Background: an optimization exercise with open tools, aiming at small area. Do not read the settings as production practice. Function was checked by simulation only, so behaviour that the tests miss may differ from the original.

==> run a <==
## alarm_clock
module alarm_clock (output [4:0]  BEEPING,
                    output [13:0] HH_clock,
                    output [13:0] MM_clock,
                    output [13:0] SS_clock,
                    input         reset,
                    input         clk,
                    input  [6:0]  set_time,
                    input  [2:0]  set_H_M_S,
                    input  [4:0]  five_alarm,
                    input         change_real_time,
                    input         see_alarm_time);
    reg [3:0] p;
    always @(posedge clk, posedge reset)
        if (reset) p <= 4'd0;
        else       p <= (p[3] & p[0]) ? 4'd0 : p + 4'd1;
    wire tick = p[2] & ~p[1] & ~p[0];
    wire sel_h  = (set_H_M_S == 3'b011);
    wire sel_s  = (set_H_M_S == 3'b110);
    wire sel_n  = (set_H_M_S == 3'b111);
    wire le23   = (set_time <= 7'h23);
    wire le59   = (set_time <= 7'h59);
    wire wr_h   = sel_h & le23;
    wire wr_s   = sel_s & le59;
    wire wr_m   = ~sel_h & ~sel_s & ~sel_n & le59;
    reg [3:0] su, mu, hu;
    reg [2:0] st, mt;
    reg [1:0] ht;
    wire s9  = (su == 4'd9);
    wire s59 = s9 & (st == 3'd5);
    wire m9  = (mu == 4'd9);
    wire m59 = m9 & (mt == 3'd5);
    wire h23 = (ht == 2'd2) & (hu == 4'd3);
    wire [3:0] hu1 = hu + 4'd1;
    wire hcy = s59 & m59;
    wire [3:0] n_su = s9 ? 4'd0 : su + 4'd1;
    wire [2:0] n_st = s59 ? 3'd0 : (s9 ? st + 3'd1 : st);
    wire [3:0] n_mu = s59 ? (m9 ? 4'd0 : mu + 4'd1) : mu;
    wire [2:0] n_mt = hcy ? 3'd0 : ((s59 & m9) ? mt + 3'd1 : mt);
    wire [3:0] n_hu = hcy ? ((h23 | (hu == 4'd9)) ? 4'd0 : hu1) : hu;
    wire [1:0] n_ht = hcy ? (h23 ? 2'd0 : ((hu == 4'd9) | (hu == 4'd15)) ? ht + 2'd1 : ht) : ht;
  ...
==> module alarm_clock, before the edit <==
module alarm_clock (output [4:0]  BEEPING,
                    output [13:0] HH_clock,
                    output [13:0] MM_clock,
                    output [13:0] SS_clock,
                    input         reset,
                    input         clk,
                    input  [6:0]  set_time,
                    input  [2:0]  set_H_M_S,
                    input  [4:0]  five_alarm,
                    input         change_real_time,
                    input         see_alarm_time);
    reg [3:0] p;
    always @(posedge clk, posedge reset)
        if (reset) p <= 4'd0;
        else       p <= (p[3] & p[0]) ? 4'd0 : p + 4'd1;
    wire tick = p[2] & ~p[1] & ~p[0];
    wire sel_h  = (set_H_M_S == 3'b011);
    wire sel_s  = (set_H_M_S == 3'b110);
    wire sel_n  = (set_H_M_S == 3'b111);
    wire le23   = (set_time <= 7'h23);
    wire le59   = (set_time <= 7'h59);
    wire wr_h   = sel_h & le23;
    wire wr_s   = sel_s & le59;
    wire wr_m   = ~sel_h & ~sel_s & ~sel_n & le59;
    reg [3:0] su, mu, hu;
    reg [2:0] st, mt;
    reg [1:0] ht;
    wire s9  = (su == 4'd9);
    wire s59 = s9 & (st == 3'd5);
    wire m9  = (mu == 4'd9);
    wire m59 = m9 & (mt == 3'd5);
    wire h23 = (ht == 2'd2) & (hu == 4'd3);
    wire [3:0] hu1 = hu + 4'd1;
    wire hcy = s59 & m59;
    wire [3:0] n_su = s9 ? 4'd0 : su + 4'd1;
    wire [2:0] n_st = s59 ? 3'd0 : (s9 ? st + 3'd1 : st);
    wire [3:0] n_mu = s59 ? (m9 ? 4'd0 : mu + 4'd1) : mu;
    wire [2:0] n_mt = hcy ? 3'd0 : ((s59 & m9) ? mt + 3'd1 : mt);
    wire [3:0] n_hu = hcy ? ((h23 | (hu == 4'd9)) ? 4'd0 : hu1) : hu;
    wire [1:0] n_ht = hcy ? (h23 ? 2'd0 : ((hu == 4'd9) | (hu == 4'd15)) ? ht + 2'd1 : ht) : ht;
    wire [1:0] c_ht = hcy ? (h23 ? 2'd0 : (hu == 4'd9) ? ht + 2'd1 : ht) : ht;
    wire rt_wr = change_real_time & (wr_h | wr_s | wr_m);
    always @(posedge clk, posedge reset)
        if (reset) begin
            su <= 0; st <= 0; mu <= 0; mt <= 0; hu <= 0; ht <= 0;
        end else if (tick) begin
            if (rt_wr) begin
                if (wr_h) {ht, hu} <= set_time[5:0];
                if (wr_m) {mt, mu} <= set_time;
                if (wr_s) {st, su} <= set_time;
            end else begin
                su <= n_su; st <= n_st; mu <= n_mu; mt <= n_mt; hu <= n_hu; ht <= c_ht;
            end
        end
    wire [19:0] nxt = {n_ht, n_hu, n_mt, n_mu, n_st, n_su};
    wire al_wr = ~change_real_time;
    wire [4:0] f = five_alarm;
    wire [4:0] low  = f & ~{f[3:0], 1'b0} & ~{f[2:0], 2'b0} & ~{f[1:0], 3'b0} & ~{f[0], 4'b0};
    wire [4:0] high = f & ~{1'b0, f[4:1]} & ~{2'b0, f[4:2]} & ~{3'b0, f[4:3]} & ~{4'b0, f[4]};
    wire [5:0] ah [0:4];
    wire [6:0] am [0:4];
    wire [6:0] as [0:4];
    wire [4:0] b0;
    genvar i;
    generate for (i = 0; i < 5; i = i + 1) begin : al
        reg [5:0] rh;
        reg [6:0] rm, rs;
        always @(posedge clk, posedge reset)
            if (reset) begin
                rh <= 0; rm <= 0; rs <= 0;
            end else begin
                if (al_wr & wr_h & high[i]) rh <= set_time[5:0];
                if (al_wr & wr_m & high[i]) rm <= set_time;
                if (al_wr & wr_s & low[i])  rs <= set_time;
            end
        assign ah[i] = rh;
        assign am[i] = rm;
        assign as[i] = rs;
        wire match = ({ah[i], am[i], as[i]} == nxt);
        reg [4:0] U;
        reg bb;
        wire on_old = |U;
        wire term = (&U[4:1]) & bb;
        wire flag_n = f[i] & (match | (on_old & ~(tick & term)));
        wire inc = ~on_old | (tick & bb);
        wire [4:0] Un = flag_n ? (inc ? (term ? 5'd1 : U + 5'd1) : U) : 5'd0;
        always @(posedge clk, posedge reset)
            if (reset) begin
                U <= 0; bb <= 0;
            end else begin
                U <= Un;
                bb <= on_old & (bb ^ tick);
            end
        assign b0[i] = bb;
    end endgenerate
    assign BEEPING = b0;
    wire show_a = ~see_alarm_time;
    wire [4:0] dsel = low & {5{show_a}};
    wire dsel_r = ~(show_a & |f);
    wire [19:0] tcur = {ht, hu, mt, mu, st, su};
    wire [19:0] w = ({20{dsel_r}} & tcur)
                  | ({20{dsel[0]}} & {ah[0], am[0], as[0]})
                  | ({20{dsel[1]}} & {ah[1], am[1], as[1]})
                  | ({20{dsel[2]}} & {ah[2], am[2], as[2]})
                  | ({20{dsel[3]}} & {ah[3], am[3], as[3]})
                  | ({20{dsel[4]}} & {ah[4], am[4], as[4]});
    function [6:0] seg4;    
        input [3:0] d;
        case (d)
            4'd1: seg4 = 7'b1111001;
            4'd2: seg4 = 7'b0100100;
            4'd3: seg4 = 7'b0110000;
            4'd4: seg4 = 7'b0011001;
            4'd5: seg4 = 7'b0010010;
            4'd6: seg4 = 7'b0000010;
            4'd7: seg4 = 7'b1111000;
            4'd8: seg4 = 7'b0000000;
            4'd9: seg4 = 7'b0010000;
            default: seg4 = 7'b1000000;
        endcase
    endfunction
    function [6:0] seg3;    
        input [2:0] d;
        case (d)
            3'd1: seg3 = 7'b1111001;
            3'd2: seg3 = 7'b0100100;
            3'd3: seg3 = 7'b0110000;
            3'd4: seg3 = 7'b0011001;
            3'd5: seg3 = 7'b0010010;
            default: seg3 = 7'b1000000;
        endcase
    endfunction
    wire [1:0] dht = w[19:18];
    assign HH_clock = {~dht[1], dht[0] | dht[1], dht[0], dht[0], dht[1], 1'b0, dht[0], seg4(w[17:14])};
    assign MM_clock = {seg3(w[13:11]), seg4(w[10:7])};
    assign SS_clock = {seg3(w[6:4]), seg4(w[3:0])};
endmodule
Settings: LEC_CHECK=0, CAP_MARGIN=20, CORE_MARGIN=2, CORE_UTILIZATION=70, PLACE_DENSITY=0.85, SLEW_MARGIN=20; clock period 10.0 ns.
standard.sh (not shown) runs the stock make flow with config.mk's settings and CLKGATE_MAP_FILE= SYNTH_SCRIPT=/design/flow/synth_recipe.tcl, a recipe that flattens the netlist after the stock synthesis.
==> flow/flow/run.sh <==
#!/bin/bash
# Own layout flow: the standard ORFS flow (standard.sh) with
#  - an area-oriented ABC mapping script and no half/full-adder cell extraction,
#  - port buffers of the smallest buffer cell (every port is still buffered),
#  - clock tree built of clkbuf_8 without dummy loads.
# Each tool's full output is in make.log and ORFS's per-step logs under orfs/logs/.
set -euo pipefail
W=$PWD
rm -rf "$W/scripts_mod"
cp -r "$FLOW_HOME/scripts" "$W/scripts_mod"
cp "$W/flow/abc_area.script" "$W/scripts_mod/abc_area.script"
CTS="-sink_clustering_enable -repair_clock_nets -dont_use_dummy_load -buf_list sky130_fd_sc_hd__clkbuf_8"
bash "$W/standard.sh" \
    "SCRIPTS_DIR=$W/scripts_mod" \
    ABC_AREA=1 \
    ADDER_MAP_FILE= \
    "BUFFER_PORTS_ARGS=-buffer_cell sky130_fd_sc_hd__buf_1" \
    "CTS_ARGS=$CTS" \
    finish > "$W/make.log" 2>&1
==> flow/flow/abc_area.script <==
strash
dch
amap
&get -n
&st
&dch
&nf -R 1000
&put
mfs2
strash
dch
amap
topo
==> run b (differences from run a) <==
--- a/flow/flow/run.sh
+++ b/flow/flow/run.sh
@@ -9,7 +9,7 @@
 rm -rf "$W/scripts_mod"
 cp -r "$FLOW_HOME/scripts" "$W/scripts_mod"
 cp "$W/flow/abc_area.script" "$W/scripts_mod/abc_area.script"
-CTS="-sink_clustering_enable -repair_clock_nets -dont_use_dummy_load -buf_list sky130_fd_sc_hd__clkbuf_8"
+CTS="-sink_clustering_enable -repair_clock_nets -dont_use_dummy_load -buf_list sky130_fd_sc_hd__clkbuf_8 -sink_clustering_size 24 -sink_clustering_max_diameter 100"
 bash "$W/standard.sh" \
     "SCRIPTS_DIR=$W/scripts_mod" \
     ABC_AREA=1 \
CORE_UTILIZATION = 40   (was 70)
PLACE_DENSITY = 0.6   (was 0.85)
==> run c (differences from run a) <==
--- a/flow/design.v
+++ b/flow/design.v
@@ -80,10 +80,11 @@
         reg [4:0] U;
         reg bb;
         wire on_old = |U;
-        wire term = (&U[4:1]) & bb;
+        wire term = (U == 5'b10000) & bb;            
         wire flag_n = f[i] & (match | (on_old & ~(tick & term)));
         wire inc = ~on_old | (tick & bb);
-        wire [4:0] Un = flag_n ? (inc ? (term ? 5'd1 : U + 5'd1) : U) : 5'd0;
+        wire [4:0] Ul = {U[3:0], ~(U[4] ^ U[2]) | term};
+        wire [4:0] Un = flag_n ? (inc ? Ul : U) : 5'd0;
         always @(posedge clk, posedge reset)
             if (reset) begin
                 U <= 0; bb <= 0;
@@ -119,16 +120,10 @@
             default: seg4 = 7'b1000000;
         endcase
     endfunction
-    function [6:0] seg3;    
+    function [6:0] seg3;
         input [2:0] d;
-        case (d)
-            3'd1: seg3 = 7'b1111001;
-            3'd2: seg3 = 7'b0100100;
-            3'd3: seg3 = 7'b0110000;
-            3'd4: seg3 = 7'b0011001;
-            3'd5: seg3 = 7'b0010010;
-            default: seg3 = 7'b1000000;
-        endcase
+        seg3 = {~(d[2] | d[1]), ~d[2] & (d[1] | d[0]), d[2] | d[0], ~d[1] & (d[2] ^ d[0]),
+                d[1] & ~d[0], d[2] & d[0], ~d[1] & (d[2] ^ d[0])};
     endfunction
     wire [1:0] dht = w[19:18];
     assign HH_clock = {~dht[1], dht[0] | dht[1], dht[0], dht[0], dht[1], 1'b0, dht[0], seg4(w[17:14])};
==> flow/flow/abc_area.script (replaced) <==
strash
dch
amap
&get -n
&st
&dch
&nf -R 1000
&put
mfs2
strash
dch
amap -F 3 -A 3
mfs2
strash
dch
amap -F 3 -A 3
CAP_MARGIN = 0   (was 20)
CORE_UTILIZATION = 50   (was 70)
PLACE_DENSITY = 0.7   (was 0.85)
SLEW_MARGIN = 0   (was 20)
==> notes <==
- Run c produced a clean layout. Run b finished clean. Run a finished with timing, DRC and antenna clean.
- In run c the synthesized cell count is smaller than in run a, by about 3.3%.
- Between run b and run a, the lower final cell count is in run a (gap about 10%, measured against run a).
- First-iteration DRC count, lowest first: run b, run a, run c.
- The highest critical path depth belongs to run c, the lowest to run a.
- Against run a, the non-clock buffer count of run b is higher by 3.
- Of run a and run b, run b has the higher wire length (gap about 6.4%, measured against run b).

afterwards: timing with drivers on the ports:
No port has a modelled driver above. Below, the same layouts with a new extraction and two added sets of constraints. Step 1: set_driving_cell puts a clkbuf_16 on clk and a buf_2 on each other input, an assumption about the parent block. Step 2 moves the port delays by t, midway between the first and last clock arrival at a register: inputs arrive t later, outputs are due t later. That takes back most of the time a late clock gives input paths. Slacks: no drivers / after step 1 / after step 2; pairs: no drivers / after step 1.
run	t, ns	slack for setup (ns)	worst hold slack (ns)	slew at the worst register clock pin (ns)	worst slew at a driven data input, ns
run a	0.494	2.975 / 2.953 / 2.953	0.511 / 0.511 / 0.511	0.09 / 0.09	0.05
run b	0.501	2.889 / 2.866 / 2.866	0.515 / 0.515 / 0.515	0.09 / 0.09	0.06
run c	0.496	2.620 / 2.593 / 2.593	0.500 / 0.500 / 0.500	0.09 / 0.09	0.06
After both steps setup and hold are still met in every run listed. The setup slack of run c, which loses most, moves by -0.027 ns with the drivers and by -0.027 ns with both steps.
